Context: an optimization exercise on an open-source flow, tuned for small area. The choices shown serve that exercise and are no tape-out recipe.
RTL that was checked went through simulation tests only; none was proved equivalent to the original.
For runs 2 to 4, 7 and 8, only the layout was checked, not whether the RTL still works.
Power and IR drop assume default switching activity.

`flow/design.v`:
```
`timescale 1 ns / 1 ps
module Shift_filter
				(
				i_clk,
				i_arst_n,
				i_filter,
				i_fop_fin,
				o_filter
				);
input	i_clk;
input	i_arst_n;
input 	[6:0]	i_fop_fin;
input	signed	[17:0]	i_filter;
output	reg signed	[17:0]	o_filter;
reg	[6:0]	phase;
reg		started;		 
reg	[3:0]	tap_k;
reg signed	[17:0]	hold_reg;
reg signed	[17:0]	ring [0:9];
reg signed	[24:0]	acc;
integer i;
wire	take = (phase == i_fop_fin);
always @(posedge i_clk, negedge i_arst_n) begin
	if (!i_arst_n) begin
		phase <= 0;
		started <= 0;
	end else begin
		phase <= take ? 7'd0 : phase + 1'b1;
		if (take)
			started <= 1;
	end
end
always @(posedge i_clk)
	if (!take)
		tap_k <= (tap_k == 0) ? 4'd9 : tap_k - 1'b1;
always @(posedge i_clk)
	if (take)
		hold_reg <= i_filter;
wire	early = ~|phase[6:4];
wire	w_tap = early & (phase[3:0] <= 4'd9);
wire	w_w0 = early & (phase[3:0] >= 4'd1) & (phase[3:0] <= 4'd10);
wire	w_h = early & (phase[3:0] == 4'd11);
wire	first = early & (phase[3:0] == 4'd0);
wire	k0 = (tap_k == 4'd0);
wire	k8 = (tap_k == 4'd9) | (tap_k == 4'd8) | (tap_k == 4'd2) | (tap_k == 4'd1);
wire	k11 = (tap_k == 4'd6) | (tap_k == 4'd4);
wire	k16 = (tap_k == 4'd5);
wire	kw0 = (tap_k == 4'd5) | (tap_k == 4'd3);
wire	ins = w_tap & k0;
always @(posedge i_clk) begin
	ring[0] <= started ? (ins ? hold_reg : ring[9]) : 18'd0;
	for (i = 1; i < 10; i = i + 1)
		ring[i] <= ring[i - 1];
end
wire signed	[17:0]	tap = ring[9];
wire signed	[17:0]	w0 = ring[0];
wire	p2 = w_tap & (k0 | k11);
wire	p3 = w_tap & k8;
wire	p_w0 = w_w0 & kw0;
wire	q_t = w_tap & k0;
wire	q4 = w_tap & (k11 | k16);
wire	[21:0]	p = ({22{p2}} & {{2{tap[17]}}, tap, 2'b0})
			| ({22{p3}} & {tap[17], tap, 3'b0})
			| ({22{p_w0}} & {{4{w0[17]}}, w0})
			| ({22{w_h}} & {{2{hold_reg[17]}}, hold_reg, 2'b0});
wire	[21:0]	q = ({22{q_t}} & {{4{tap[17]}}, tap})
			| ({22{q4}} & {tap, 4'b0})
			| ({22{w_h}} & {{4{hold_reg[17]}}, hold_reg});
wire	[24:0]	a = first ? 25'd16 : acc;
wire	[24:0]	b = ~{{3{p[21]}}, p};
wire	[24:0]	c = {{3{q[21]}}, q};
wire	[24:0]	s = a ^ b ^ c;
wire	[24:0]	m = (a & b) | (a & c) | (b & c);
reg	[1:0]	cs_pend;		 
reg	[1:0]	rc_pend;		 
wire	[24:0]	cy = {m[23:17], cs_pend[1], m[15:9], cs_pend[0], m[7:0], 1'b1};
wire	[24:0]	ci;
wire	[24:0]	sum = s ^ cy ^ ci;
wire	[24:0]	co = (s & cy) | (s & ci) | (cy & ci);
assign	ci = {co[23:17], rc_pend[1], co[15:9], rc_pend[0], co[7:0], 1'b0};
always @(posedge i_clk) begin
	acc <= sum;
	cs_pend <= {m[16], m[8]};
	rc_pend <= {co[16], co[8]};
end
wire	ovf = (acc[24:22] != 3'b000) && (acc[24:22] != 3'b111);
wire	load = started & ~early;
wire	keep_y = load & ~ovf;
wire	set_lo = load & ovf & ~acc[24];		 
wire	set_hi = load & ovf & acc[24];		 
wire	[17:0]	y = {acc[22:6], acc[5] & (|acc[4:0])};
always @(posedge i_clk, negedge i_arst_n)
	if (!i_arst_n)
		o_filter <= 0;
	else
		o_filter <= ({18{keep_y}} & y) | ({18{~load}} & o_filter) | {set_hi, {17{set_lo}}};
endmodule
```
`flow/flow/run.sh`:
```
#!/bin/bash
# The standard layout (the standard.sh), with two changes to how it is made:
#  - Yosys's ABC step maps with an area-oriented script (flow/abc_area.script)
#    in place of ORFS's abc_area.script, in a copy of ORFS's scripts folder;
#  - the port buffers are plain buf_1 cells.
set -euo pipefail
rm -rf scripts_local
cp -r "$FLOW_HOME/scripts" scripts_local
cp flow/abc_area.script scripts_local/abc_area.script
bash standard.sh "SCRIPTS_DIR=$PWD/scripts_local" \
	"BUFFER_PORTS_ARGS=-buffer_cell sky130_fd_sc_hd__buf_1" finish > standard_flow.log 2>&1
```
`flow/flow/abc_area.script`:
```
&get -n
&st
&dch
&nf -R 1000
&put
```
`flow/standard.sh`:
```
#!/bin/bash
# synth_recipe.tcl (not shown) runs the flow's synth.tcl, then flattens the netlist and writes it again
# the make line also repeats each setting of config.mk as NAME=value (left out here)
make -C /OpenROAD-flow-scripts/flow DESIGN_CONFIG=/design/flow/config.mk WORK_HOME=/design/flow/orfs CLKGATE_MAP_FILE= SYNTH_SCRIPT=/design/flow/synth_recipe.tcl "${@:-finish}"
```
`flow/config.mk`:
```
export PLATFORM = sky130hd
export DESIGN_NAME = Shift_filter
export DESIGN_NICKNAME = Shift_filter
export VERILOG_FILES = /design/flow/design.v
export SDC_FILE = /design/flow/constraint.sdc
export NUM_CORES = 4
export LEC_CHECK = 0
export ABC_AREA = 1
export CAP_MARGIN = 20
export CORE_MARGIN = 2
export CORE_UTILIZATION = 40
export CTS_BUF_LIST = sky130_fd_sc_hd__clkbuf_16
export CTS_CLUSTER_DIAMETER = 80
export CTS_CLUSTER_SIZE = 30
export SLEW_MARGIN = 20
```
`flow/constraint.sdc`:
```
create_clock -name core_clock -period 7.0 [get_ports {i_clk}]
set_input_delay 1.4000 -clock core_clock [delete_from_list [all_inputs] [get_ports {i_clk}]]
set_output_delay 1.4000 -clock core_clock [all_outputs]
set_load 0.01 [all_outputs]
```
==> results.yml, run 1 <==
outcome:
  status: "complete, no violations"
synthesis:
  ys_warn_count: 2
  synth-seq-cells: 257
  synth_area_mm2: 0.008188
  synth_edf_count: 22
  synthDistinctLibCells: 38
  synthCells: 606
  yosys-top-cells-area: "dfxtp_1, fa_1, edfxtp_1, dfrtp_1, a222oi_1"
  synth_top_area_share_pct: 51.10
  synth_area_per_cell_um2: 13.51
  synth_ff_type: "dfxtp_1"
  synth_nets: 689
  async_flop_share_pct: 10.12
  synth_top_area_cell: "dfxtp_1"
  ys_seq_area_share_pct: 67.11
sta:
  final_max_slew_viol_count: 0
  skew_ns: 0.02759
  worstMarginPinSlew_ns: 0.8280
  setup_viol: 0
  fmax_mhz: 152.9
  slew_headroom_pct: 44.74
  min_period_ns: 6.542
  finalHoldViolCount: 0
  setup_tns_ns: 0
  fin_crit_sh_pct: 93.46
  setup_slack_ns: 0.4581
  rsz0062_at_grt: "false"
clock_network:
  post_cts_buffers: 0
  cts_buffers: 12
  worst_setup_hold_path_clk_slew_ns: 0.11
  cts_tree: "yes"
  clock_sinks: 257
  cts_resized: 0
  clk-insertion-delay-late_ns: 0.49
  hold_buffers: 0
  htreeDepth: 1
  root_buffer: "clkbuf_16"
  cts_buffer_depth: 3
power:
  combPwrFrac_pct: 27.4
  p_clk_share_pct: 21.2
  switchingPower_mw: 1.156
  p_per_area_mw_per_mm2: 399.2
  seqPwrFrac_pct: 51.4
  p_leak_nw: 3.609
  p_sw_share_pct: 31.48
  intPower_mw: 2.516
  ir_drop_mv: 0.2096
placed_design:
  place_ws_ns: 0.2563
  portBuffers: 44
  place_congestion: 0.8126
  hpwl_um: 11100
  dpl-instance-area_mm2: 0.008830
global_routing:
  grt_pass1_wl_um: 25230
  overflow: 0
  track_usage_pct: 14.64
  grt_max_degree: 32
  antenna_found_initial: 0
  grt_pass1_vias: 4917
finish:
  largest_reg_flops: 180
  area_delta_synth_final_pct: 12.35
  fillers: 1843
  fin_nets: 762
  design_area_mm2: 0.009199
  num_antenna_cells: 0
  largest_register: "ring"
  drive_gt1_share_pct: 4.964
  reg_top3: "ring: 180 flops, acc: 25 flops"
floorplan:
  dieWidth_um: 147.1
  row_count: 52
  dieArea_mm2: 0.02163
  die_h_um: 147.1
  core-area_mm2: 0.02017
  ioPinCount: 45
  start_util_pct: 40.60
min_path:
  hold_class: "register to register"
  min_from: "ring[4][10]"
route:
  vias: 4743
  drt-pass1-iter-count: 7
  ant_nets: 0
  finalWirelength_um: 15610
  first_iter_violations: 443
  vias_per_cell: 4.966
  detail_route.wl_per_cell_um: 16.35
  drc: 0
worst_setup_path:
  reg2reg_from: "phase[0]"
  cp.required_ns: 7.43
  rr_worst_depth: 15
  cp_data_arrival_time_ns: 6.98
  path_common_cell: "fa_1"
  crit_fanout: 7
  crit_end: "acc[16]"
  r2r_setup_slack_ns: 0.46
  cpPeakStageDelay_ns: 0.54
  path_class: "register to register"
  crit_path_start: "phase[0]"
  crit_path_start_kind: "register"
  slowest_stage: "fa_1"
  worstReg2RegEnd: "acc[16]"
  end_kind: "register"
  crit_chain: "clkinv_1 -> ha_1 -> o311ai_1 -> a21oi_1 -> a222oi_1 -> a21boi_0 -> fa_1 -> fa_1 -> fa_1 -> fa_1 -> fa_1 -> fa_1 -> fa_1 -> fa_1 -> fa_1"
job:
  max_cap_violations: 0
==> cells by family (layout without fill, tap and decap cells) <==
kind of cell | Yosys count | in the layout | share of synthesized area, %
flops | 257 | 257 | 67.11
simple gates | 128 | 128 | 6.724
compound gates | 101 | 101 | 9.383
fa+ha+maj | 56 | 56 | 12.87
buf+inv | 49 | 128 | 2.246
xor+xnor | 13 | 13 | 1.391
mux | 2 | 2 | 0.2750
==> metrics by stage <==
stage | hold slack [ns] | power, mW | std cells | util (%)
final | 0.3283 | 3.672 | 955 | 45.61
after global routing | 0.3352 | 3.951 | 955 | 45.61
after CTS | 0.3267 | 3.725 | 955 | 45.58
after detailed placement | 0.3121 | 2.952 | 935 | 43.78
after global placement | 0.3097 | 2.860 | 935 | 43.75
after floorplan | 0.3096 | 2.605 | 606 | -
==> power groups by stage <==
stage / combinational [mW] / clock [mW] / sequential, mW
2_1_floorplan: 0.718 / 0 / 1.89
3_3_place_gp: 0.947 / 0 / 1.91
3_5_place_dp: 1.03 / 0 / 1.92
4_1_cts: 1.03 / 0.804 / 1.89
5_1_grt: 1.18 / 0.856 / 1.92
6_report: 1.01 / 0.778 / 1.89
==> synth_stat cells, types with 2 or more instances <==
| cell type | count |
|---|---|
| dfxtp_1 | 209 |
| nand2_1 | 58 |
| clkinv_1 | 49 |
| fa_1 | 47 |
| nor2_1 | 40 |
| dfrtp_1 | 26 |
| a222oi_1 | 24 |
| o21ai_0 | 23 |
| edfxtp_1 | 22 |
| a221o_1 | 16 |
| a21oi_1 | 15 |
| xnor2_1 | 10 |
| ha_1 | 9 |
| a22oi_1 | 7 |
| nand3_1 | 7 |
| a21boi_0 | 5 |
| and2_0 | 5 |
| nor3_1 | 4 |
| nor2b_1 | 3 |
| xor2_1 | 3 |
| a22o_1 | 2 |
| a311oi_1 | 2 |
| a31oi_1 | 2 |
| mux2_1 | 2 |
| nand2b_1 | 2 |
| or2_0 | 2 |
==> final cells by class <==
cell class	count	area [um2]	area share [%]
Clock inverter	7	38.79	0.4217
Tap cell	270	337.8	3.672
Timing Repair Buffer	59	279.0	3.033
Sequential cell	257	5495	59.74
Inverter	49	183.9	1.999
Multi-Input combinational cell	300	2539	27.60
Clock buffer	13	325.3	3.536
==> worst min path at each step <==
stage,endpoint,slack [ns],cells past startpoint
CTS,ring[8][7],0.33,0
finish,ring[5][10],0.33,0
floorplan,ring[2][0],0.31,0
global placement,ring[9][3],0.31,0
global route,ring[8][7],0.34,0
detailed placement,ring[4][14],0.31,0
==> layout by cell type (no fill, tap or decap), types with 2 or more instances in the layout <==
cell,count
nand3_1,7
buf_1,43
a31oi_1,2
mux2_1,2
dfxtp_1,209
nor2_1,39
a21boi_0,5
xor2_1,3
a22o_1,2
or2_0,2
dfrtp_1,26
clkinv_1,49
nor2b_1,3
a21oi_1,15
nand2b_1,2
a22oi_1,7
ha_1,9
clkbuf_16,13
o21ai_0,23
fa_1,47
a221o_1,16
nand2_1,58
xnor2_1,10
buf_4,15
edfxtp_1,22
a311oi_1,2
a222oi_1,24
inv_1,6
and2_0,5
nor3_1,4
==> critical path, delay by kind of cell (launching register included) <==
kind,cells,cell delay (ns)
adders and majority gates,10,4.53
DFF,1,0.50
buffers and inverters,1,0.18
AOI/OAI and AO/OA,4,1.28
==> routing by layer <==
metal / vias up / global-route usage (%) / wire length, um
met3: 24 / 2.826 / 981
met5: - / 0 / 0
met1: 2352 / 19.17 / 6801
met2: 152 / 24.49 / 7502
met4: 0 / 5.096 / 327
li1: 2215 / - / -
==> run 2: changes to the inputs <==
--- a/flow/design.v
+++ b/flow/design.v
@@ -49,4 +49,6 @@
 wire	ins = w_tap & k0;
+wire	sel_h = started & ins;
+wire	sel_r = started & ~ins;
 always @(posedge i_clk) begin
-	ring[0] <= started ? (ins ? hold_reg : ring[9]) : 18'd0;
+	ring[0] <= ({18{sel_h}} & hold_reg) | ({18{sel_r}} & ring[9]);
 	for (i = 1; i < 10; i = i + 1)
--- a/flow/config.mk
+++ b/flow/config.mk
@@ -8,5 +8,5 @@
 export ABC_AREA = 1
-export CAP_MARGIN = 20
+export CAP_MARGIN = 0
 export CORE_MARGIN = 2
-export CORE_UTILIZATION = 40
+export CORE_UTILIZATION = 65
 export CTS_BUF_LIST = sky130_fd_sc_hd__clkbuf_16
@@ -14,2 +14,3 @@
 export CTS_CLUSTER_SIZE = 30
-export SLEW_MARGIN = 20
+export PLACE_DENSITY = 0.8
+export SLEW_MARGIN = 0
==> run 2 against run 1 <==
  * Register-to-register slack improved by 0.20 ns
  * Fmax rose by 3.1%
  * Setup slack improved by 0.20 ns
  * Via count fell by 2.4%
  * Highest routed layer unchanged
  * First-iteration DRC count fell by 5.0%
  * Combinational power barely moved
  * Final area fell by 2.4%
==> results.yml, run 2 <==
finish:
  fin_cells: 816
  fillers: 826
  largest_reg_flops: 180
  fin_util_pct: 74.09
  final_cell_mix: "dfxtp_1, nand2_1, clkinv_1, fa_1, buf_1"
  reg_top3: "ring: 180 flops, acc: 25 flops"
  num_antenna_cells: 0
  largest_register: "ring"
  fin_nets: 725
  area_delta_synth_final_pct: 10.41
  drive_gt1_share_pct: 4.475
  final_common_cell: "dfxtp_1"
sta:
  skew_ns: 0.03467
  min_period_ns: 6.343
  fmax_mhz: 157.7
  setup_tns_ns: 0
  slew_headroom_pct: 14.63
  final_max_slew_viol_count: 0
  setup_viol: 0
  hold_slack_ns: 0.3156
  rsz0062_at_grt: "false"
  fin_crit_sh_pct: 90.61
  worstMarginPinSlew_ns: 1.275
  finalHoldViolCount: 0
synthesis:
  synth_area_mm2: 0.008128
  synth_xor_area_share_pct: 1.509
  synth_ff_type: "dfxtp_1"
  synthAdderAreaFrac_pct: 12.96
  synth_common_cells: "dfxtp_1, nand2_1, clkinv_1, fa_1, dfrtp_1"
  synth_edf_count: 22
  ys_warn_count: 2
  synth_compound_area_share_pct: 9.883
  synth_top_area_cell: "dfxtp_1"
  synth_top_family_by_area: "adder cells"
  synthCells: 572
  async_flop_share_pct: 10.12
  synthDistinctLibCells: 38
  synthMuxAreaShare_pct: 0.2771
  synth-simple-area-share_pct: 5.588
  synth_nets: 655
  synth_most_common_cell: "dfxtp_1"
  yosys-top-cells-area: "dfxtp_1, fa_1, edfxtp_1, dfrtp_1, a222oi_1"
  ys_seq_area_share_pct: 67.61
  synth_area_per_cell_um2: 14.21
  synth_top_area_share_pct: 51.48
  synth-seq-cells: 257
global_routing:
  antenna_found_initial: 0
  grt_pass1_vias: 4757
  grt_max_degree: 32
  track_usage_pct: 22.97
  overflow: 0
  grt_pass1_wl_um: 23740
floorplan:
  dieWidth_um: 115.8
  core-area_mm2: 0.01211
  start_util_pct: 67.11
  row_count: 40
  die_h_um: 115.8
  dieArea_mm2: 0.01341
  ioPinCount: 45
route:
  vias_per_cell: 5.673
  drc: 0
  finalWirelength_um: 14860
  detail_route.wl_per_cell_um: 18.21
  vias: 4629
  ant_nets: 0
  first_iter_violations: 421
  drt-pass1-iter-count: 10
power:
  p_per_area_mw_per_mm2: 408.1
  ir_drop_mv: 0.2691
  p_total_mw: 3.662
  p_leak_nw: 3.540
min_path:
  hold_class: "register to register"
clock_network:
  hold_buffers: 0
  worst_setup_hold_path_clk_slew_ns: 0.12
  htreeDepth: 1
  clock_sinks: 257
  cts_tree: "yes"
  cts_resized: 0
  root_buffer: "clkbuf_16"
  cts_buffer_depth: 3
  clk-insertion-delay-late_ns: 0.48
  cts_buffers: 12
  post_cts_buffers: 0
worst_setup_path:
  crit_fanout: 6
  critical_path.top_delay_family: "adder cells"
  path_class: "register to register"
  crit_chain: "clkinv_1 -> ha_1 -> o41ai_1 -> a211oi_2 -> a222oi_1 -> a21boi_0 -> fa_1 -> fa_1 -> fa_1 -> fa_1 -> fa_1 -> fa_1 -> fa_1 -> fa_1 -> fa_1"
  path_common_cell: "fa_1"
  crit_path_start_kind: "register"
  end_kind: "register"
  cp_data_arrival_time_ns: 6.77
  cpPeakStageDelay_ns: 0.54
  slowest_stage: "fa_1"
  cp.required_ns: 7.42
  path_buf_inv: 1
placed_design:
  placed_cells: 796
  place_congestion: 0.8668
  hpwl_um: 10280
  portBuffers: 44
job:
  max_cap_violations: 0
outcome:
  status: "complete, no violations"
run 2: cell types whose count changed after synthesis, moves of 2 or more:
cell / previous run / this run
o21ai_0: 23 / 5
nor2_1: 40 / 7
a22o_1: 2 / 20
clkinv_1: 49 / 47
a21oi_1: 15 / 12
nand2_1: 58 / 61
run 2: cell type report:
cell class                      count  area (um2)  share of cell area (%)
Inverter                           47       176.4                   1.966
Timing Repair Buffer               56       255.2                   2.844
Clock inverter                      7       38.79                  0.4322
Clock buffer                       13       325.3                   3.625
Multi-Input combinational cell    268        2472                   27.55
Sequential cell                   257        5495                   61.24
Tap cell                          168       210.2                   2.342
run 2: path summary, 6_finish.rpt:
kind                            start  cells after the start           end  slack (ns)
min                        ring[2][6]                      0    ring[3][6]        0.32
max in group asynchronous    i_arst_n                      2   o_filter[2]        5.81
max                          phase[1]                     15       acc[16]        0.66
min in group asynchronous    i_arst_n                      2  o_filter[15]        0.90
min reg2reg                ring[2][6]                      0    ring[3][6]        0.32
max reg2reg                  phase[1]                     15       acc[16]        0.66
run 2: cells by family after synthesis:
family,Yosys count
flops,257
simple gates,100
compound gates,96
fa+ha+maj,56
buf+inv,47
xor+xnor,14
mux,2
run 2: worst register-to-register path: cells and delay by family (launching register included):
family | cells | cell delay, ns
adder cells (fa/ha/maj) | 10 | 4.49
AO/OA/AOI/OAI | 4 | 1.17
flip-flops | 1 | 0.46
buffers and inverters | 1 | 0.18
run 2: report_power, final:
| part | internal [mW] | leakage, nW | total, mW | switching, mW |
|---|---|---|---|---|
| Sequential | 1.71 | 2.21 | 1.86 | 0.147 |
| Clock | 0.343 | 0.199 | 0.772 | 0.429 |
| Combinational | 0.459 | 1.13 | 1.03 | 0.576 |
run 2: metrics by stage:
step	setup WS [ns]	instance area, um2
6_report	0.6571	8974
3_3_place_gp	0.8643	8610
3_5_place_dp	0.7662	8610
2_1_floorplan	0.4921	8128
5_1_grt	0.3348	8974
4_1_cts	0.5996	8974
run 2: metal layers:
metal / part of all wire, % / wire (um) / GRT usage (%)
met1: 41 / 6088 / 30.37
met2: 50 / 7385 / 39.61
met3: 6.5 / 964 / 3.452
met4: 2.8 / 421 / 7.302
met5: 0 / 0 / 0
==> run 3: changes to the inputs <==
--- a/flow/config.mk
+++ b/flow/config.mk
@@ -12,4 +12,4 @@
 export CTS_BUF_LIST = sky130_fd_sc_hd__clkbuf_16
-export CTS_CLUSTER_DIAMETER = 80
-export CTS_CLUSTER_SIZE = 30
+export CTS_CLUSTER_DIAMETER = 60
+export CTS_CLUSTER_SIZE = 36
 export PLACE_DENSITY = 0.8
==> run 3 against run 2 <==
  * Fmax increased by 1.5%
  * Non-clock buffer count stayed put
  * Register-to-register slack gained 0.09 ns
  * Clock skew down 0.017 ns
  * Core utilization grew 1.3 points
  * Die area unchanged
  * Largest power group unchanged
  * Critical path type unchanged
  * Largest cell class unchanged
  * Critical path depth increased by 4
==> results.yml, run 3 <==
floorplan:
  ioPinCount: 45
  dieWidth_um: 115.8
  start_util_pct: 67.11
  core-area_mm2: 0.01211
  die_h_um: 115.8
  row_count: 40
  dieArea_mm2: 0.01341
sta:
  fmax_mhz: 160.0
  setup_viol: 0
  skew_ns: 0.01813
  slew_headroom_pct: 18.51
  hold_slack_ns: 0.3260
  fin_crit_sh_pct: 89.28
  worstMarginPinSlew_ns: 1.217
  rsz0062_at_grt: "false"
  final_max_slew_viol_count: 0
  finalHoldViolCount: 0
  min_period_ns: 6.249
  setup_slack_ns: 0.7507
  setup_tns_ns: 0
route:
  drc: 0
  vias: 4678
  detail_route.wl_per_cell_um: 18.58
  first_iter_violations: 458
  ant_nets: 0
  finalWirelength_um: 15230
  drt-pass1-iter-count: 8
  vias_per_cell: 5.705
synthesis:
  synthMuxAreaShare_pct: 0.2771
  synth_ff_type: "dfxtp_1"
  synth_top_family_by_area: "adder cells"
  synthAdderAreaFrac_pct: 12.96
  synth_nets: 655
  synth-simple-area-share_pct: 5.588
  synth_xor_area_share_pct: 1.509
  yosys-top-cells-area: "dfxtp_1, fa_1, edfxtp_1, dfrtp_1, a222oi_1"
  async_flop_share_pct: 10.12
  synth_area_per_cell_um2: 14.21
  ys_seq_area_share_pct: 67.61
  synth_edf_count: 22
  synth_compound_area_share_pct: 9.883
  synth_top_area_cell: "dfxtp_1"
  synthDistinctLibCells: 38
  synth_area_mm2: 0.008128
  synth-seq-cells: 257
  synth_most_common_cell: "dfxtp_1"
  synth_top_area_share_pct: 51.48
  synth_common_cells: "dfxtp_1, nand2_1, clkinv_1, fa_1, dfrtp_1"
  ys_warn_count: 2
  synthCells: 572
clock_network:
  worst_setup_hold_path_clk_slew_ns: 0.11
  root_buffer: "clkbuf_16"
  clk-insertion-delay-late_ns: 0.48
  htreeDepth: 1
  cts_tree: "yes"
  cts_buffer_depth: 3
  post_cts_buffers: 0
  cts_buffers: 14
  cts_resized: 0
  clock_sinks: 257
  hold_buffers: 0
placed_design:
  place_congestion: 0.8668
  portBuffers: 44
  place_ws_ns: 0.7662
  hpwl_um: 10280
power:
  ir_drop_mv: 0.2808
  p_leak_nw: 3.593
  p_per_area_mw_per_mm2: 424.0
worst_setup_path:
  critical_path.top_delay_family: "adder cells"
  cp.required_ns: 7.42
  cpPeakStageDelay_ns: 0.56
  crit_path_start_kind: "register"
  end_kind: "register"
  reg2reg_from: "phase[4]"
  slowest_stage: "fa_1"
  path_class: "register to register"
  cp_data_arrival_time_ns: 6.67
  path_buf_inv: 2
  worstReg2RegEnd: "acc[24]"
  rr_worst_depth: 19
  path_common_cell: "fa_1"
  r2r_setup_slack_ns: 0.75
  crit_fanout: 20
  crit_chain: "nor3_1 -> nand2_1 -> nor2_1 -> buf_4 -> nand2_1 -> nand2_1 -> a21oi_1 -> fa_1 -> clkinv_1 -> fa_1 -> fa_1 -> fa_1 -> fa_1 -> fa_1 -> fa_1 -> fa_1 -> xnor2_1 -> xnor2_1 -> xnor2_1"
global_routing:
  antenna_found_initial: 0
  track_usage_pct: 23.55
  overflow: 0
  grt_use_met2_pct: 40.58
  grt_max_degree: 36
  grt_pass1_vias: 4880
  met3_usage_pct: 3.870
  busiest_layer: "met2"
  use_met1_pct: 30.25
  grt_pass1_wl_um: 24320
finish:
  fin_util_pct: 75.42
  num_antenna_cells: 0
  drive_gt1_share_pct: 5.828
  final_common_cell: "dfxtp_1"
  largest_register: "ring"
  largest_reg_flops: 180
  final_cell_mix: "dfxtp_1, nand2_1, clkinv_1"
  area_delta_synth_final_pct: 12.39
  reg_top3: "ring: 180 flops, acc: 25 flops"
  fin_nets: 727
  fillers: 784
min_path:
  hold_class: "register to register"
  hold_end: "ring[8][0]"
  min_from: "ring[7][0]"
  min_path_cells: 0
outcome:
  status: "complete, no violations"
job:
  max_cap_violations: 0
-- run 3: kinds of logic (layout without fill, tap and decap cells) --
logic type,count (synthesis),after routing
compound gates,96,96
xor+xnor,14,14
fa+ha+maj,56,56
buf+inv,47,127
flops,257,257
mux,2,2
simple gates,100,100
-- run 3: layout make-up --
type / instances / area (um2) / area share (%)
clock buffer: 15 / 375.4 / 4.109
inverter: 47 / 176.4 / 1.931
multi-input combinational: 268 / 2472 / 27.06
tap: 168 / 210.2 / 2.301
timing repair buffer: 56 / 255.2 / 2.794
clock inverter: 9 / 150.1 / 1.644
sequential: 257 / 5495 / 60.16
-- run 3: where the power goes --
part | internal (mW) | switching (mW) | total [mW]
Sequential | 1.71 | 0.150 | 1.86
Combinational | 0.463 | 0.587 | 1.05
Clock | 0.438 | 0.526 | 0.964
-- run 3: stage by stage --
stage               cell area (um2)  power [mW]  std cells
floorplan                      8128       2.601        572
global placement               8610       2.839        796
detailed placement             8610       2.930        796
CTS                            9135       3.900        820
global route                   9135       4.118        820
finish                         9135       3.873        820
-- run 3: layer usage --
metal / vias to the layer above / wire, um
li1: 2133 / -
met2: 184 / 7592
met3: 47 / 849
met4: 0 / 531
met1: 2314 / 6260
met5: - / 0
-- run 3: how the worst max path moves through the flow --
stage | from | to | slack, ns | cells past startpoint
after global routing | phase[4] | acc[24] | 0.36 | 19
after floorplan | phase[4] | acc[16] | 0.49 | 14
after global placement | phase[1] | acc[16] | 0.86 | 15
after CTS | phase[0] | acc[16] | 0.74 | 17
final | phase[4] | acc[24] | 0.75 | 19
after detailed placement | phase[4] | acc[24] | 0.77 | 19
==> run 4: changes to the inputs <==
--- a/flow/config.mk
+++ b/flow/config.mk
@@ -11,5 +11,5 @@
 export CORE_UTILIZATION = 65
-export CTS_BUF_LIST = sky130_fd_sc_hd__clkbuf_16
-export CTS_CLUSTER_DIAMETER = 60
-export CTS_CLUSTER_SIZE = 36
+export CTS_BUF_LIST = sky130_fd_sc_hd__clkbuf_8
+export CTS_CLUSTER_DIAMETER = 50
+export CTS_CLUSTER_SIZE = 20
 export PLACE_DENSITY = 0.8
==> run 4 against run 3 <==
  * First-iteration DRC count increased by 1.5%
  * Sequential cell count did not move
  * Global-route usage down 0.54 points
  * Clock skew grew 0.0042 ns
  * Synthesized cell count did not move
  * Clock-buffer cell count is 5 higher
  * Largest power group unchanged
==> results.yml, run 4 <==
outcome:
  status: "complete, no violations"
worst_setup_path:
  cp.required_ns: 7.44
  cp_data_arrival_time_ns: 6.72
  end_kind: "register"
  crit_fanout: 20
  crit_path_start_kind: "register"
  path_class: "register to register"
power:
  ir_drop_mv: 0.2782
  intPower_mw: 2.444
  p_leak_nw: 3.546
  switchingPower_mw: 1.174
  p_sw_share_pct: 32.46
  seqPwrFrac_pct: 51.3
  p_total_mw: 3.619
  p_per_area_mw_per_mm2: 403.7
  p_clk_share_pct: 20.3
  combPwrFrac_pct: 28.4
sta:
  final_max_slew_viol_count: 0
  slew_headroom_pct: 16.60
  fmax_mhz: 159.1
  rsz0062_at_grt: "false"
  fin_crit_sh_pct: 89.82
  worstMarginPinSlew_ns: 1.246
  finalHoldViolCount: 0
  min_period_ns: 6.287
  setup_viol: 0
  setup_tns_ns: 0
  skew_ns: 0.02228
finish:
  design_area_mm2: 0.008964
  fin_cells: 828
  drive_gt1_share_pct: 6.212
  fin_util_pct: 74.01
  reg_top3: "ring: 180 flops, acc: 25 flops"
  final_cell_mix: "dfxtp_1, nand2_1, clkinv_1, fa_1, buf_1"
  area_delta_synth_final_pct: 10.28
  final_common_cell: "dfxtp_1"
  largest_reg_flops: 180
  fin_nets: 731
  num_antenna_cells: 0
  largest_register: "ring"
route:
  met3WireLength_um: 1005
  vias_per_cell: 5.593
  first_iter_violations: 465
  top_layer_used: "met4"
  ant_nets: 0
  vias: 4631
  dr_wl_met2_um: 7362
  detail_route.wl_per_cell_um: 17.87
  finalWirelength_um: 14790
  drc: 0
  drt-pass1-iter-count: 6
  wl_met1_um: 5970
floorplan:
  ioPinCount: 45
  row_count: 40
  core-area_mm2: 0.01211
  dieWidth_um: 115.8
  dieArea_mm2: 0.01341
  start_util_pct: 67.11
  die_h_um: 115.8
global_routing:
  antenna_found_initial: 0
  grt_pass1_vias: 4843
  track_usage_pct: 23.01
  grt_max_degree: 27
  grt_pass1_wl_um: 23830
  overflow: 0
clock_network:
  worst_setup_hold_path_clk_slew_ns: 0.11
  hold_buffers: 0
  htreeDepth: 1
  clock_sinks: 257
  cts_tree: "yes"
  cts_resized: 0
  post_cts_buffers: 0
  cts_buffer_depth: 3
  clk-insertion-delay-late_ns: 0.52
  cts_buffers: 18
  root_buffer: "clkbuf_8"
synthesis:
  synth_most_common_cell: "dfxtp_1"
  synth-seq-cells: 257
  synth_common_cells: "dfxtp_1, nand2_1, clkinv_1, fa_1, dfrtp_1"
  synth_edf_count: 22
  synth_top_area_cell: "dfxtp_1"
  synthCells: 572
  synth_top_area_share_pct: 51.48
  synth_nets: 655
  synth_area_per_cell_um2: 14.21
  ys_warn_count: 2
  async_flop_share_pct: 10.12
  ys_seq_area_share_pct: 67.61
  synthDistinctLibCells: 38
  synth_area_mm2: 0.008128
  synth_ff_type: "dfxtp_1"
  yosys-top-cells-area: "dfxtp_1, fa_1, edfxtp_1, dfrtp_1, a222oi_1"
placed_design:
  placed_cells: 796
  dpl-instance-area_mm2: 0.008610
  portBuffers: 44
  hpwl_um: 10280
  place_congestion: 0.8668
min_path:
  hold_class: "register to register"
job:
  max_cap_violations: 0
-- run 4: per-stage QoR --
step	setup slack (ns)	hold WS [ns]
after CTS	0.7267	0.3299
final	0.7128	0.3311
after global placement	0.8643	0.3097
after detailed placement	0.7662	0.3121
after floorplan	0.4921	0.3096
after global routing	0.3416	0.3289
-- run 4: path summary, 6_finish.rpt --
| check | cells past startpoint | startpoint | to | slack, ns |
|---|---|---|---|---|
| setup reg to reg | 19 | phase[4] | acc[24] | 0.71 |
| min in group asynchronous | 2 | i_arst_n | o_filter[9] | 0.86 |
| setup / recovery | 19 | phase[4] | acc[24] | 0.71 |
| max in group asynchronous | 2 | i_arst_n | started | 5.85 |
| hold reg to reg | 0 | ring[1][9] | ring[2][9] | 0.33 |
| hold / removal | 0 | ring[1][9] | ring[2][9] | 0.33 |
-- run 4: area by class of cell --
cell class                 count  area, um2
multi-input combinational    268       2472
sequential                   257       5495
fill                         815       3148
inverter                      47      176.4
clock buffer                  20      275.3
tap                          168      210.2
timing repair buffer          56      255.2
clock inverter                12      78.83
-- run 4: routing by layer --
| layer | global-route usage, % | vias to the layer above |
|---|---|---|
| met4 | 8.651 | 0 |
| met3 | 3.504 | 34 |
| li1 | - | 2140 |
| met5 | 0 | - |
| met1 | 29.89 | 2284 |
| met2 | 39.57 | 173 |
-- run 4: logic make-up after synthesis --
family | share of synthesized area, %
AND/OR/NAND/NOR | 5.588
multiplexers | 0.2771
XOR/XNOR | 1.509
buffers and inverters | 2.171
adder cells (fa/ha/maj) | 12.96
AO/OA/AOI/OAI | 9.883
flip-flops | 67.61
-- run 4: power by group through the flow --
stage	combinational, mW	sequential [mW]	clock, mW
after floorplan	0.730	1.87	0
after global placement	0.961	1.88	0
after detailed placement	1.04	1.89	0
after CTS	1.04	1.86	0.747
after global routing	1.19	1.88	0.806
final	1.03	1.86	0.735
-- run 4: critical path: stages (launching register included) --
cell and delay (ns):
dfrtp_1 0.45, nor3_1 0.52, nand2_1 0.20, nor2_1 0.15, buf_4 0.28, nand2_1 0.08
nand2_1 0.16, a21oi_1 0.09, fa_1 0.56, clkinv_1 0.07, fa_1 0.39, fa_1 0.47
fa_1 0.46, fa_1 0.47, fa_1 0.47, fa_1 0.46, fa_1 0.44, xnor2_1 0.19
xnor2_1 0.16, xnor2_1 0.14
==> run 5: changes to the inputs <==
--- a/flow/design.v
+++ b/flow/design.v
@@ -39,6 +39,6 @@
 wire	early = ~|phase[6:4];
-wire	w_tap = early & (phase[3:0] <= 4'd9);
-wire	w_w0 = early & (phase[3:0] >= 4'd1) & (phase[3:0] <= 4'd10);
-wire	w_h = early & (phase[3:0] == 4'd11);
 wire	first = early & (phase[3:0] == 4'd0);
+wire	w_tap = early & (phase[3:0] >= 4'd1) & (phase[3:0] <= 4'd10);
+wire	w_w0 = early & (phase[3:0] >= 4'd2) & (phase[3:0] <= 4'd11);
+wire	w_h = first;
 wire	k0 = (tap_k == 4'd0);
==> flow/flow/run.sh (replaced) <==
#!/bin/bash
# The standard layout (the standard.sh), with three changes to how it is made:
#  - Yosys's ABC step maps with an area-oriented script (flow/abc_area.script)
#    in place of ORFS's abc_area.script, in a copy of ORFS's scripts folder;
#  - the port buffers are plain buf_1 cells;
#  - clock tree synthesis runs with the options in flow/cts_args (no dummy loads).
set -euo pipefail
rm -rf scripts_local
cp -r "$FLOW_HOME/scripts" scripts_local
cp flow/abc_area.script scripts_local/abc_area.script
bash standard.sh "SCRIPTS_DIR=$PWD/scripts_local" \
	"BUFFER_PORTS_ARGS=-buffer_cell sky130_fd_sc_hd__buf_1" \
	"CTS_ARGS=$(cat flow/cts_args)" finish > standard_flow.log 2>&1
==> flow/flow/cts_args (new file) <==
-sink_clustering_enable -repair_clock_nets -sink_clustering_size 16 -sink_clustering_max_diameter 45 -buf_list sky130_fd_sc_hd__clkbuf_8 -dont_use_dummy_load
--- a/flow/config.mk
+++ b/flow/config.mk
@@ -11,5 +11,2 @@
 export CORE_UTILIZATION = 65
-export CTS_BUF_LIST = sky130_fd_sc_hd__clkbuf_8
-export CTS_CLUSTER_DIAMETER = 50
-export CTS_CLUSTER_SIZE = 20
 export PLACE_DENSITY = 0.8
==> run 5 against run 4 <==
  * Still clean
  * Routed wire length rose by 2.4%
  * Cell count shrank 1.2%
  * First-iteration DRC count is 4.1% higher
  * Final area is 0.49% lower
  * Clock-buffer cell count increased by 4
  * Synthesized cell count is 0.17% lower
  * Total power grew 2.7%
  * Hold slack lost 0.044 ns
  * Sequential cell count is the same
  * Largest power group unchanged
  * Highest routed layer unchanged
==> results.yml, run 5 <==
synthesis:
  synthDistinctLibCells: 33
  synth_top_area_cell: "dfxtp_1"
  synth-seq-cells: 257
  synth_nets: 653
  ys_warn_count: 2
  synth_common_cells: "dfxtp_1, nand2_1, clkinv_1"
  synth_top_area_share_pct: 51.59
  synthCells: 571
  synth_ff_type: "dfxtp_1"
  synth_edf_count: 22
  async_flop_share_pct: 10.12
  synth_area_mm2: 0.008110
  synth_area_per_cell_um2: 14.20
  yosys-top-cells-area: "dfxtp_1, fa_1, edfxtp_1, dfrtp_1, a222oi_1"
  synth_most_common_cell: "dfxtp_1"
  ys_seq_area_share_pct: 67.76
floorplan:
  die_h_um: 115.7
  dieArea_mm2: 0.01339
  ioPinCount: 45
  dieWidth_um: 115.7
  core-area_mm2: 0.01211
  row_count: 40
  start_util_pct: 66.96
power:
  ir_drop_mv: 0.2388
  seqPwrFrac_pct: 50.1
  p_clk_share_pct: 19.4
  combPwrFrac_pct: 30.5
  p_sw_share_pct: 32.33
  p_per_area_mw_per_mm2: 416.5
  intPower_mw: 2.514
  p_leak_nw: 3.486
  switchingPower_mw: 1.201
worst_setup_path:
  crit_fanout: 20
  cp.required_ns: 7.34
  end_kind: "register"
  rr_worst_depth: 16
  path_class: "register to register"
  crit_path_start_kind: "register"
  cp_data_arrival_time_ns: 6.99
finish:
  drive_gt1_share_pct: 6.000
  largest_reg_flops: 180
  reg_top3: "ring: 180 flops, acc: 25 flops"
  fin_nets: 734
  final_common_cell: "dfxtp_1"
  largest_register: "ring"
  num_antenna_cells: 0
  fillers: 832
  area_delta_synth_final_pct: 9.981
  fin_util_pct: 73.65
  final_cell_mix: "dfxtp_1, nand2_1, clkinv_1"
global_routing:
  track_usage_pct: 23.39
  grt_pass1_vias: 4846
  overflow: 0
  antenna_found_initial: 0
  grt_pass1_wl_um: 24050
  grt_max_degree: 28
route:
  drt-pass1-iter-count: 7
  vias_per_cell: 5.664
  detail_route.wl_per_cell_um: 18.52
  finalWirelength_um: 15150
  first_iter_violations: 484
  drc: 0
  vias: 4633
  ant_nets: 0
clock_network:
  cts_resized: 0
  hold_buffers: 0
  root_buffer: "clkbuf_8"
  clock_sinks: 257
  clk-insertion-delay-late_ns: 0.52
  post_cts_buffers: 0
  cts_tree: "yes"
  cts_buffer_depth: 3
  htreeDepth: 1
  worst_setup_hold_path_clk_slew_ns: 0.09
  cts_buffers: 24
sta:
  rsz0062_at_grt: "false"
  setup_viol: 0
  fin_crit_sh_pct: 94.88
  final_max_slew_viol_count: 0
  min_period_ns: 6.641
  finalHoldViolCount: 0
  slew_headroom_pct: 24.71
  setup_tns_ns: 0
  worstMarginPinSlew_ns: 1.123
  skew_ns: 0.05442
  fmax_mhz: 150.6
placed_design:
  place_congestion: 0.8830
  hpwl_um: 10480
  portBuffers: 44
outcome:
  status: "complete, no violations"
job:
  max_cap_violations: 0
min_path:
  min_path_cells: 0
  hold_class: "register to register"
[run 5: path summary, 6_finish.rpt]
| check | startpoint | end | slack [ns] |
|---|---|---|---|
| min in group asynchronous | i_arst_n | o_filter[15] | 0.87 |
| max in group asynchronous | i_arst_n | o_filter[10] | 5.83 |
| worst max register to register | phase[1] | acc[16] | 0.36 |
| worst min register to register | ring[1][16] | ring[2][16] | 0.29 |
| worst max-delay path | phase[1] | acc[16] | 0.36 |
| worst min-delay path | ring[1][16] | ring[2][16] | 0.29 |
[run 5: power by group through the flow]
stage	sequential [mW]	clock (mW)	combinational, mW
after floorplan	1.87	0	0.777
after global placement	1.88	0	1.03
after detailed placement	1.89	0	1.14
after CTS	1.86	0.742	1.14
after global routing	1.89	0.795	1.30
final	1.86	0.721	1.13
[run 5: logic make-up after synthesis]
logic type,share of synthesized area [%]
flops,67.76
fa+ha+maj,12.84
compound gates,9.951
mux,0.2777
buf+inv,2.268
xor+xnor,1.512
simple gates,5.400
[run 5: per-stage QoR]
stage          power (mW)  std cells  cell area (um2)  setup slack (ns)  hold slack (ns)
6_report            3.715        818             8920            0.3585           0.2875
5_1_grt             3.982        818             8920           0.07938           0.2978
4_1_cts             3.743        818             8920            0.4037           0.2892
3_5_place_dp        3.029        794             8589            0.4531           0.3121
3_3_place_gp        2.914        794             8589            0.7010           0.3098
2_1_floorplan       2.652        571             8110            0.5598           0.3096
[run 5: cell type report]
cell class	instances	area [um2]	share of cell area, %
inverters	49	183.9	2.062
repair buffers	55	247.7	2.777
multi-input cells	265	2452	27.49
flip-flops and latches	257	5495	61.61
well taps	168	210.2	2.357
clock buffers	24	330.3	3.703
[run 5: worst max-delay path: stages, from the launching register on]
cell      delay (ns)
dfrtp_1         0.49
clkinv_1        0.18
ha_1            0.21
o21ai_0         0.48
nor2_1          0.08
buf_4           0.23
a222oi_1        0.38
clkinv_1        0.15
fa_1            0.52
fa_1            0.42
fa_1            0.47
fa_1            0.49
fa_1            0.47
fa_1            0.48
fa_1            0.46
fa_1            0.46
fa_1            0.50
[run 5: layer usage]
metal	part of all wire, %	track usage (%)
met1	42	30.82
met2	49	40.70
met3	6.8	3.609
met4	2.4	6.746
met5	0	0
==> run 6: changes to the inputs <==
==> flow/flow/cts_args (replaced) <==
-sink_clustering_enable -repair_clock_nets -sink_clustering_size 30 -sink_clustering_max_diameter 80 -buf_list sky130_fd_sc_hd__clkbuf_16 -dont_use_dummy_load
==> run 6 against run 5 <==
  * Still clean
  * Setup slack improved by 0.11 ns
  * Sequential power barely moved
  * Die area did not move
  * Fmax rose by 1.6%
  * Cell count fell by 1.5%
  * Synthesized cell count did not move
  * Critical path depth did not move
  * Sequential share of layout area rose by 0.21 points
  * Synthesized area did not move
  * Critical endpoint unchanged
==> results.yml, run 6 <==
outcome:
  status: "complete, no violations"
power:
  ir_drop_mv: 0.2796
  p_total_mw: 3.685
  p_leak_nw: 3.461
  seqPwrFrac_pct: 50.5
  p_clk_share_pct: 19.3
  switchingPower_mw: 1.172
  combPwrFrac_pct: 30.2
  p_per_area_mw_per_mm2: 414.5
  p_sw_share_pct: 31.81
  intPower_mw: 2.513
synthesis:
  synthCells: 571
  synth_area_mm2: 0.008110
  synth_nets: 653
  synthDistinctLibCells: 33
  synthAdderAreaFrac_pct: 12.84
  synth_ff_type: "dfxtp_1"
  synth_top_family_by_area: "adder cells"
  synth_top_area_cell: "dfxtp_1"
  synth_compound_area_share_pct: 9.951
  synth_common_cells: "dfxtp_1, nand2_1, clkinv_1"
  ys_seq_area_share_pct: 67.76
  synth_most_common_cell: "dfxtp_1"
  synth_xor_area_share_pct: 1.512
  synth_area_per_cell_um2: 14.20
  synth-simple-area-share_pct: 5.400
  yosys-top-cells-area: "dfxtp_1, fa_1, edfxtp_1, dfrtp_1, a222oi_1"
  synthMuxAreaShare_pct: 0.2777
  synth_top_area_share_pct: 51.59
  synth_edf_count: 22
  synth-seq-cells: 257
  async_flop_share_pct: 10.12
  ys_warn_count: 2
finish:
  final_common_cell: "dfxtp_1"
  drive_gt1_share_pct: 4.232
  largest_reg_flops: 180
  final_cell_mix: "dfxtp_1, nand2_1, clkinv_1"
  reg_top3: "ring: 180 flops, acc: 25 flops"
  largest_register: "ring"
  fillers: 834
  area_delta_synth_final_pct: 9.611
  num_antenna_cells: 0
  design_area_mm2: 0.008890
  fin_nets: 722
  fin_util_pct: 73.40
clock_network:
  clk-insertion-delay-late_ns: 0.48
  hold_buffers: 0
  post_cts_buffers: 0
  root_buffer: "clkbuf_16"
  htreeDepth: 1
  cts_buffers: 12
  cts_buffer_depth: 3
  cts_resized: 0
  worst_setup_hold_path_clk_slew_ns: 0.10
  cts_tree: "yes"
  clock_sinks: 257
min_path:
  hold_end: "ring[7][6]"
  min_path_cells: 0
  min_from: "ring[6][6]"
  hold_class: "register to register"
placed_design:
  place_congestion: 0.8830
  portBuffers: 44
  dpl-instance-area_mm2: 0.008589
  hpwl_um: 10480
sta:
  setup_tns_ns: 0
  finalHoldViolCount: 0
  min_period_ns: 6.536
  slew_headroom_pct: 24.37
  final_max_slew_viol_count: 0
  skew_ns: 0.05976
  fin_crit_sh_pct: 93.37
  rsz0062_at_grt: "false"
  worstMarginPinSlew_ns: 1.128
  fmax_mhz: 153.0
  setup_viol: 0
  hold_slack_ns: 0.2977
worst_setup_path:
  cp_data_arrival_time_ns: 6.89
  cp.required_ns: 7.35
  worstReg2RegEnd: "acc[16]"
  crit_path_start_kind: "register"
  crit_chain: "clkinv_1 -> ha_1 -> o21ai_0 -> nor2_1 -> buf_4 -> a222oi_1 -> clkinv_1 -> fa_1 -> fa_1 -> fa_1 -> fa_1 -> fa_1 -> fa_1 -> fa_1 -> fa_1 -> fa_1"
  critical_path.top_delay_family: "adder cells"
  end_kind: "register"
  crit_fanout: 20
  path_class: "register to register"
  r2r_setup_slack_ns: 0.46
  path_common_cell: "fa_1"
  reg2reg_from: "phase[1]"
  path_buf_inv: 3
  cpPeakStageDelay_ns: 0.52
  rr_worst_depth: 16
  slowest_stage: "fa_1"
floorplan:
  core-area_mm2: 0.01211
  dieArea_mm2: 0.01339
  dieWidth_um: 115.7
  start_util_pct: 66.96
  die_h_um: 115.7
  ioPinCount: 45
  row_count: 40
route:
  detail_route.wl_per_cell_um: 18.50
  finalWirelength_um: 14910
  drt-pass1-iter-count: 8
  ant_nets: 0
  drc: 0
  vias_per_cell: 5.691
  first_iter_violations: 479
  vias: 4587
global_routing:
  grt_pass1_vias: 4716
  grt_pass1_wl_um: 23790
  track_usage_pct: 23.20
  grt_max_degree: 31
  antenna_found_initial: 0
  overflow: 0
job:
  max_cap_violations: 0
==> run 6: cell counts after synthesis <==
Identical to the previous run, type by type.
==> run 6: worst max path at each step <==
stage,from,to,slack [ns],cells past startpoint
floorplan,phase[5],acc[16],0.56,14
global placement,phase[1],acc[16],0.70,16
detailed placement,phase[1],acc[16],0.45,16
CTS,phase[1],acc[16],0.47,16
global route,phase[1],acc[16],0.19,16
finish,phase[1],acc[16],0.46,16
==> run 6: worst register-to-register path, stage by stage, from the launching register on <==
cell      delay, ns
dfrtp_1        0.49
clkinv_1       0.18
ha_1           0.21
o21ai_0        0.47
nor2_1         0.08
buf_4          0.22
a222oi_1       0.38
clkinv_1       0.15
fa_1           0.52
fa_1           0.42
fa_1           0.46
fa_1           0.48
fa_1           0.47
fa_1           0.48
fa_1           0.46
fa_1           0.46
fa_1           0.49
==> run 6: through the flow <==
stage | std cells | setup slack, ns
after floorplan | 571 | 0.5598
after global placement | 794 | 0.7010
after detailed placement | 794 | 0.4531
after CTS | 806 | 0.4696
after global routing | 806 | 0.1874
final | 806 | 0.4638
==> run 6: cells by family (layout without fill, tap and decap cells) <==
family,after synthesis,count (layout)
DFF,257,257
and+or+nand+nor,99,99
AOI/OAI and AO/OA,95,95
adders and majority gates,55,55
buffers and inverters,49,116
xor gates and xnor gates,14,14
muxes,2,2
==> run 6: per-layer routing <==
layer	global-route usage (%)	part of all wire [%]	vias up
li1	-	-	2111
met1	30.86	41	2242
met2	40.39	50	195
met3	3.033	6.0	39
met4	6.825	2.8	0
met5	0	0	-
==> run 6: power groups by stage <==
stage          Clock [mW]  Sequential (mW)  Combinational [mW]
4_1_cts             0.729             1.86                1.13
6_report            0.711             1.86                1.11
3_5_place_dp            0             1.89                1.14
5_1_grt             0.775             1.89                1.29
2_1_floorplan           0             1.87               0.777
3_3_place_gp            0             1.88                1.03
==> run 6: final cells by class <==
| type | instances | area (um2) | share of cell area, % |
|---|---|---|---|
| Inverter | 49 | 183.9 | 2.069 |
| Tap cell | 168 | 210.2 | 2.365 |
| Timing Repair Buffer | 55 | 247.7 | 2.787 |
| Clock buffer | 12 | 300.3 | 3.378 |
| Multi-Input combinational cell | 265 | 2452 | 27.59 |
| Sequential cell | 257 | 5495 | 61.82 |
==> run 7: changes to the inputs <==
--- a/flow/design.v
+++ b/flow/design.v
@@ -39,6 +39,6 @@
 wire	early = ~|phase[6:4];
+wire	w_tap = early & (phase[3:0] <= 4'd9);
+wire	w_w0 = early & (phase[3:0] >= 4'd1) & (phase[3:0] <= 4'd10);
+wire	w_h = early & (phase[3:0] == 4'd11);
 wire	first = early & (phase[3:0] == 4'd0);
-wire	w_tap = early & (phase[3:0] >= 4'd1) & (phase[3:0] <= 4'd10);
-wire	w_w0 = early & (phase[3:0] >= 4'd2) & (phase[3:0] <= 4'd11);
-wire	w_h = first;
 wire	k0 = (tap_k == 4'd0);
@@ -49,6 +49,4 @@
 wire	ins = w_tap & k0;
-wire	sel_h = started & ins;
-wire	sel_r = started & ~ins;
 always @(posedge i_clk) begin
-	ring[0] <= ({18{sel_h}} & hold_reg) | ({18{sel_r}} & ring[9]);
+	ring[0] <= started ? (ins ? hold_reg : ring[9]) : 18'd0;
 	for (i = 1; i < 10; i = i + 1)
@@ -70,25 +68,19 @@
 			| ({22{w_h}} & {{4{hold_reg[17]}}, hold_reg});
+wire	active = early & (phase[3:0] <= 4'd11);
 wire	[24:0]	a = first ? 25'd16 : acc;
-wire	[24:0]	b = ~{{3{p[21]}}, p};
+wire	[24:0]	b = {25{active}} & ~{{3{p[21]}}, p};
 wire	[24:0]	c = {{3{q[21]}}, q};
 wire	[24:0]	s = a ^ b ^ c;
-wire	[24:0]	m = (a & b) | (a & c) | (b & c);
-reg	[1:0]	cs_pend;		 
-reg	[1:0]	rc_pend;		 
-wire	[24:0]	cy = {m[23:17], cs_pend[1], m[15:9], cs_pend[0], m[7:0], 1'b1};
-wire	[24:0]	ci;
-wire	[24:0]	sum = s ^ cy ^ ci;
-wire	[24:0]	co = (s & cy) | (s & ci) | (cy & ci);
-assign	ci = {co[23:17], rc_pend[1], co[15:9], rc_pend[0], co[7:0], 1'b0};
+wire	[24:0]	cy = {(a[23:0] & b[23:0]) | (a[23:0] & c[23:0]) | (b[23:0] & c[23:0]), active};
+reg	[1:0]	cpend;
+wire	[25:0]	ci;
+wire	[24:0]	sum = s ^ cy ^ ci[24:0];
+wire	[24:0]	co = (s & cy) | (s & ci[24:0]) | (cy & ci[24:0]);
+assign	ci = {co[24:17], cpend[1], co[15:9], cpend[0], co[7:0], 1'b0};
 always @(posedge i_clk) begin
 	acc <= sum;
-	cs_pend <= {m[16], m[8]};
-	rc_pend <= {co[16], co[8]};
+	cpend <= {co[16], co[8]};
 end
+wire	[17:0]	y = {acc[22:6], acc[5] & (|acc[4:0])};
 wire	ovf = (acc[24:22] != 3'b000) && (acc[24:22] != 3'b111);
-wire	load = started & ~early;
-wire	keep_y = load & ~ovf;
-wire	set_lo = load & ovf & ~acc[24];		 
-wire	set_hi = load & ovf & acc[24];		 
-wire	[17:0]	y = {acc[22:6], acc[5] & (|acc[4:0])};
 always @(posedge i_clk, negedge i_arst_n)
@@ -96,4 +88,4 @@
 		o_filter <= 0;
-	else
-		o_filter <= ({18{keep_y}} & y) | ({18{~load}} & o_filter) | {set_hi, {17{set_lo}}};
+	else if (started & ~early)
+		o_filter <= ovf ? {acc[24], {17{~acc[24]}}} : y;
 endmodule
==> flow/run.sh (new file) <==
#!/bin/bash
# synth_recipe.tcl (not shown) runs the flow's synth.tcl, then flattens the netlist and writes it again
# the make line also repeats each setting of config.mk as NAME=value (left out here)
make -C /OpenROAD-flow-scripts/flow DESIGN_CONFIG=/design/flow/config.mk WORK_HOME=/design/flow/orfs CLKGATE_MAP_FILE= SYNTH_SCRIPT=/design/flow/synth_recipe.tcl finish
--- a/flow/config.mk
+++ b/flow/config.mk
@@ -8,6 +8,5 @@
 export ABC_AREA = 1
-export CAP_MARGIN = 0
+export CAP_MARGIN = 20
 export CORE_MARGIN = 2
-export CORE_UTILIZATION = 65
-export PLACE_DENSITY = 0.8
-export SLEW_MARGIN = 0
+export CORE_UTILIZATION = 40
+export SLEW_MARGIN = 20
removed: flow/flow/run.sh
removed: flow/flow/abc_area.script
removed: flow/flow/cts_args
removed: flow/standard.sh
==> run 7 against run 6 <==
  * Still clean
  * First-iteration DRC count down 24%
  * Non-clock buffer count down 4
  * Clock skew down 0.046 ns
  * Fmax up 6.3%
  * Core utilization down 25 points
  * Critical path type unchanged
  * Critical endpoint is now acc[24]
  * Largest power group unchanged
==> results.yml, run 7 <==
clock_network:
  cts_resized: 0
  worst_setup_hold_path_clk_slew_ns: 0.06
  clock_sinks: 255
  cts_tree: "yes"
  root_buffer: "clkbuf_16"
  hold_buffers: 0
  cts_buffers: 25
  htreeDepth: 1
  cts_buffer_depth: 3
  post_cts_buffers: 0
  clk-insertion-delay-late_ns: 0.51
sta:
  setup_tns_ns: 0
  skew_ns: 0.01399
  worstMarginPinSlew_ns: 0.5867
  fin_crit_sh_pct: 87.87
  final_max_slew_viol_count: 0
  slew_headroom_pct: 60.76
  min_period_ns: 6.151
  setup_viol: 0
  finalHoldViolCount: 0
  rsz0062_at_grt: "false"
  fmax_mhz: 162.6
  hold_slack_ns: 0.3219
floorplan:
  ioPinCount: 45
  start_util_pct: 41.08
  dieWidth_um: 151.4
  die_h_um: 151.4
  core-area_mm2: 0.02115
  row_count: 53
  dieArea_mm2: 0.02292
route:
  detail_route.wl_per_cell_um: 14.39
  drt-pass1-iter-count: 5
  drc: 0
  first_iter_violations: 366
  finalWirelength_um: 15960
  vias: 5180
  ant_nets: 0
  vias_per_cell: 4.671
finish:
  fillers: 1917
  num_antenna_cells: 0
  final_common_cell: "dfxtp_1"
  area_delta_synth_final_pct: 17.57
  fin_cells: 1109
  design_area_mm2: 0.01022
  largest_register: "ring"
  final_cell_mix: "dfxtp_1, inv_1, nand2_1"
  largest_reg_flops: 180
  fin_nets: 902
  drive_gt1_share_pct: 7.674
  reg_top3: "ring: 180 flops, acc: 25 flops"
job:
  max_cap_violations: 0
synthesis:
  ys_warn_count: 2
  synthAdderAreaFrac_pct: 12.41
  synth_area_per_cell_um2: 11.45
  synth-seq-cells: 255
  synthMuxAreaShare_pct: 0
  synth_top_area_share_pct: 47.69
  synth_top_area_cell: "dfxtp_1"
  yosys-top-cells-area: "dfxtp_1, fa_1, edfxtp_1, dfrtp_1, a21oi_1"
  synth_edf_count: 22
  synth_compound_area_share_pct: 9.374
  async_flop_share_pct: 10.20
  synth_area_mm2: 0.008690
  synthCells: 759
  synth_xor_area_share_pct: 0.9071
  synth_ff_type: "dfxtp_1"
  synth_common_cells: "dfxtp_1, inv_1, nand2_1"
  ys_seq_area_share_pct: 62.78
  synth_most_common_cell: "dfxtp_1"
  synth-simple-area-share_pct: 8.596
  synthDistinctLibCells: 40
  synth_nets: 844
  synth_top_family_by_area: "adder cells"
min_path:
  hold_class: "register to register"
global_routing:
  grt_pass1_wl_um: 25900
  antenna_found_initial: 0
  grt_max_degree: 37
  overflow: 0
  track_usage_pct: 14.48
  grt_pass1_vias: 5119
worst_setup_path:
  crit_fanout: 21
  r2r_setup_slack_ns: 0.85
  worstReg2RegEnd: "acc[24]"
  end_kind: "register"
  cp_data_arrival_time_ns: 6.56
  crit_end: "acc[24]"
  path_class: "register to register"
  crit_path_start: "phase[4]"
  rr_worst_depth: 24
  reg2reg_from: "phase[4]"
  cp.required_ns: 7.41
  crit_path_start_kind: "register"
placed_design:
  dpl-instance-area_mm2: 0.009413
  portBuffers: 44
  placed_cells: 1065
  hpwl_um: 11540
  place_congestion: 0.9253
power:
  ir_drop_mv: 0.1680
  p_leak_nw: 4.247
  p_per_area_mw_per_mm2: 398.6
outcome:
  status: "complete, no violations"
run 7: changes by cell type after synthesis, sizes merged, moves of 20 or more:
| cell | delta |
|---|---|
| a21oi | +67 |
| nand2 | +35 |
| nand3 | +23 |
| nor2 | +20 |
| inv | +106 |
| o21ai | +30 |
| a22o | -24 |
| clkinv | -48 |
| a222oi | -24 |
run 7: metrics by stage:
stage / setup slack (ns) / total power [mW] / utilization (%)
finish: 0.8492 / 4.072 / 48.29
global route: 0.4503 / 4.362 / 48.29
CTS: 0.8483 / 4.114 / 48.29
detailed placement: 0.8817 / 2.829 / 44.50
global placement: 0.9834 / 2.793 / 44.50
floorplan: 1.369 / 2.505 / -
run 7: how the worst min path moves through the flow:
stage | to | depth (start not counted) | startpoint | slack, ns
floorplan | ring[2][0] | 0 | ring[1][0] | 0.31
global placement | ring[2][14] | 0 | ring[1][14] | 0.31
detailed placement | ring[5][1] | 0 | ring[4][1] | 0.31
CTS | ring[6][9] | 0 | ring[5][9] | 0.32
global route | ring[6][9] | 0 | ring[5][9] | 0.33
finish | ring[6][10] | 0 | ring[5][10] | 0.32
run 7: kinds of logic after synthesis:
logic type,after synthesis
flops,255
simple gates,164
compound gates,146
buf+inv,127
fa+ha+maj,58
xor+xnor,9
run 7: area by class of cell:
class / count / area (um2) / area share, %
Sequential cell: 255 / 5455 / 53.40
Multi-Input combinational cell: 377 / 2719 / 26.61
Clock buffer: 33 / 716.9 / 7.018
Timing Repair Buffer: 51 / 493.0 / 4.825
Inverter: 107 / 401.6 / 3.931
Tap cell: 275 / 344.1 / 3.368
Clock inverter: 11 / 86.33 / 0.8451
run 7: power breakdown:
part	internal, mW	switching [mW]
registers	1.68	0.129
clock network	0.755	0.529
logic	0.407	0.572
run 7: worst max-delay path, cell delays in order, from the launching register on:
cell      delay, ns
dfrtp_1        0.43
nor2_4         0.14
nand2_2        0.30
nor2_2         0.43
buf_4          0.24
inv_1          0.11
o21ai_0        0.18
a211oi_1       0.09
fa_1           0.43
inv_1          0.10
fa_1           0.18
inv_1          0.06
fa_1           0.45
fa_1           0.47
fa_1           0.46
fa_1           0.46
fa_1           0.46
fa_1           0.44
xor2_1         0.18
inv_1          0.06
nand4_1        0.09
nand2_1        0.10
nand3_1        0.08
nand2_1        0.07
inv_1          0.03
run 7: metal layers:
metal  vias up  GRT usage, %  wire, um
met5         -             0         0
met4         0         4.533       343
met3        29         3.223      1192
met2       193         21.31      6576
met1      2402         21.26      7844
li1       2556             -         -
==> run 8: changes to the inputs <==
--- a/flow/config.mk
+++ b/flow/config.mk
@@ -11,2 +11,3 @@
 export CORE_UTILIZATION = 40
+export CTS_BUF_LIST = sky130_fd_sc_hd__clkbuf_4
 export SLEW_MARGIN = 20
==> run 8 against run 7 <==
  * Synthesized cell count stayed put
  * Setup slack better by 0.040 ns
  * Non-clock buffer count stayed put
  * Global-route usage is 0.41 points higher
  * Clock power is 7% lower
  * Critical endpoint unchanged
==> results.yml, run 8 <==
outcome:
  status: "complete, no violations"
synthesis:
  synth_area_per_cell_um2: 11.45
  ys_warn_count: 2
  synth-seq-cells: 255
  synth_common_cells: "dfxtp_1, inv_1, nand2_1"
  ys_seq_area_share_pct: 62.78
  synth_edf_count: 22
  synth_most_common_cell: "dfxtp_1"
  synth_ff_type: "dfxtp_1"
  synth_nets: 844
  synthCells: 759
  synth_area_mm2: 0.008690
  synth_top_area_share_pct: 47.69
  synthDistinctLibCells: 40
  async_flop_share_pct: 10.20
  yosys-top-cells-area: "dfxtp_1, fa_1, edfxtp_1, dfrtp_1, a21oi_1"
  synth_top_area_cell: "dfxtp_1"
clock_network:
  cts_resized: 0
  post_cts_buffers: 0
  cts_buffer_depth: 3
  htreeDepth: 2
  clk-insertion-delay-late_ns: 0.68
  root_buffer: "clkbuf_4"
  worst_setup_hold_path_clk_slew_ns: 0.07
  hold_buffers: 0
  cts_tree: "yes"
  cts_buffers: 60
  clock_sinks: 255
sta:
  finalHoldViolCount: 0
  worstMarginPinSlew_ns: 0.5838
  min_period_ns: 6.111
  skew_ns: 0.03477
  setup_viol: 0
  setup_tns_ns: 0
  final_max_slew_viol_count: 0
  fin_crit_sh_pct: 87.30
  rsz0062_at_grt: "false"
  setup_slack_ns: 0.8889
  slew_headroom_pct: 60.95
  fmax_mhz: 163.6
finish:
  reg_top3: "ring: 180 flops, acc: 25 flops"
  drive_gt1_share_pct: 12.99
  final_cell_mix: "dfxtp_1, inv_1, nand2_1"
  design_area_mm2: 0.01022
  fin_cells: 1177
  final_common_cell: "dfxtp_1"
  largest_register: "ring"
  fillers: 1954
  multi_input_area_mm2: 0.002719
  seqCellArea_mm2: 0.005455
  fin_util_pct: 48.29
  largest_reg_flops: 180
  area_delta_synth_final_pct: 17.57
  fin_nets: 937
floorplan:
  row_count: 53
  core-area_mm2: 0.02115
  start_util_pct: 41.08
  die_h_um: 151.4
  dieWidth_um: 151.4
  dieArea_mm2: 0.02292
  ioPinCount: 45
power:
  ir_drop_mv: 0.1391
  p_per_area_mw_per_mm2: 388.7
  p_leak_nw: 4.323
placed_design:
  dpl-instance-area_mm2: 0.009413
  portBuffers: 44
  place_ws_ns: 0.8817
  place_congestion: 0.9253
  placed_cells: 1065
  hpwl_um: 11540
min_path:
  hold_class: "register to register"
worst_setup_path:
  crit_path_start_kind: "register"
  end_kind: "register"
  crit_fanout: 21
  cp_data_arrival_time_ns: 6.69
  cp.required_ns: 7.58
  path_class: "register to register"
route:
  drt-pass1-iter-count: 7
  finalWirelength_um: 16150
  detail_route.wl_per_cell_um: 13.72
  ant_nets: 0
  drc: 0
  vias: 5406
  vias_per_cell: 4.593
  first_iter_violations: 312
global_routing:
  overflow: 0
  antenna_found_initial: 1
  grt_max_degree: 37
  grt_pass1_wl_um: 26320
  grt_pass1_vias: 5417
  track_usage_pct: 14.89
job:
  max_cap_violations: 0
[run 8: layout make-up]
type | count | area share, %
Clock inverter | 25 | 1.519
Inverter | 107 | 3.931
Tap cell | 275 | 3.368
Sequential cell | 255 | 53.40
Clock buffer | 86 | 6.320
Antenna cell | 1 | 0.02449
Timing Repair Buffer | 51 | 4.825
Multi-Input combinational cell | 377 | 26.61
[run 8: per-layer routing]
layer	track usage, %	vias up	share of wire [%]
met5	0	-	0
li1	-	2670	-
met2	21.47	196	42
met4	7.103	0	2.3
met1	20.78	2505	49
met3	4.006	35	6.9
[run 8: final timing paths]
path / start / to / slack (ns) / depth (start not counted)
min in group asynchronous: i_arst_n / o_filter[12] / 1.10 / 2
max: phase[4] / acc[24] / 0.89 / 24
min: ring[1][14] / ring[2][14] / 0.31 / 0
max reg2reg: phase[4] / acc[24] / 0.89 / 24
max in group asynchronous: i_arst_n / phase[1] / 5.59 / 2
min reg2reg: ring[1][14] / ring[2][14] / 0.31 / 0
[run 8: worst max-delay path, stage by stage, from the launching register on]
cell and delay [ns]:
dfrtp_1 0.44, nor2_4 0.14, nand2_2 0.29, nor2_2 0.42, buf_4 0.24, inv_1 0.11
o21ai_0 0.18, a211oi_1 0.09, fa_1 0.43, inv_1 0.10, fa_1 0.18, inv_1 0.06
fa_1 0.45, fa_1 0.47, fa_1 0.46, fa_1 0.46, fa_1 0.46, fa_1 0.44
xor2_1 0.18, inv_1 0.06, nand4_1 0.09, nand2_1 0.11, nand3_1 0.08, nand2_1 0.08
inv_1 0.03
[run 8: cells by family (layout without fill, tap and decap cells)]
logic type                 after synthesis  after routing  share of synthesized area, %
xor gates and xnor gates                 9              9                        0.9072
AOI/OAI and AO/OA                      146            146                         9.374
buffers and inverters                  127            269                         5.932
other                                    0              1                             0
and+or+nand+nor                        164            164                         8.596
DFF                                    255            255                         62.78
adders and majority gates               58             58                         12.41
[run 8: stage by stage]
stage	hold slack [ns]	power, mW
6_report	0.3075	3.971
2_1_floorplan	0.3096	2.505
3_5_place_dp	0.3121	2.829
4_1_cts	0.3086	4.031
5_1_grt	0.3247	4.288
3_3_place_gp	0.3097	2.793
[run 8: where the power goes]
part	total (mW)	internal [mW]	switching, mW	leakage (nW)
Clock	1.19	0.643	0.544	0.470
Combinational	0.975	0.406	0.570	1.68
Sequential	1.81	1.68	0.130	2.18

what the ideal ports hide:
In the flow no input, the clock included, has a driving cell. The finished layouts below were timed again as built, in two steps.
Step 1 sets driving cells, clkbuf_16 on the clock port and buf_2 on the other inputs (assumed; they add their load-dependent delay and slew).
Step 2 times the ports against the registers' clock, not the clock port: input delays grow and output delays shrink by t, the midpoint of the rising clock arrivals with the driver on.
Three values: no drivers, after step 1, after step 2; two values: the first two.
run | shift t [ns] | setup WS [ns] | worst hold slack (ns) | cell pins on the clock port's net
run 1 | 0.519 | 0.458 / 0.458 / 0.458 | 0.328 / 0.328 / 0.328 | 1
run 2 | 0.506 | 0.657 / 0.657 / 0.657 | 0.316 / 0.316 / 0.316 | 1
run 3 | 0.517 | 0.751 / 0.751 / 0.751 | 0.326 / 0.326 / 0.326 | 1
run 4 | 0.549 | 0.713 / 0.713 / 0.713 | 0.331 / 0.331 / 0.331 | 1
run 5 | 0.532 | 0.359 / 0.359 / 0.359 | 0.287 / 0.287 / 0.287 | 1
run 6 | 0.494 | 0.464 / 0.464 / 0.464 | 0.298 / 0.298 / 0.298 | 1
run 7 | 0.546 | 0.849 / 0.849 / 0.849 | 0.322 / 0.322 / 0.322 | 1
run 8 | 0.701 | 0.889 / 0.889 / 0.889 | 0.307 / 0.307 / 0.307 | 1
After both steps setup and hold are still met in every run listed.
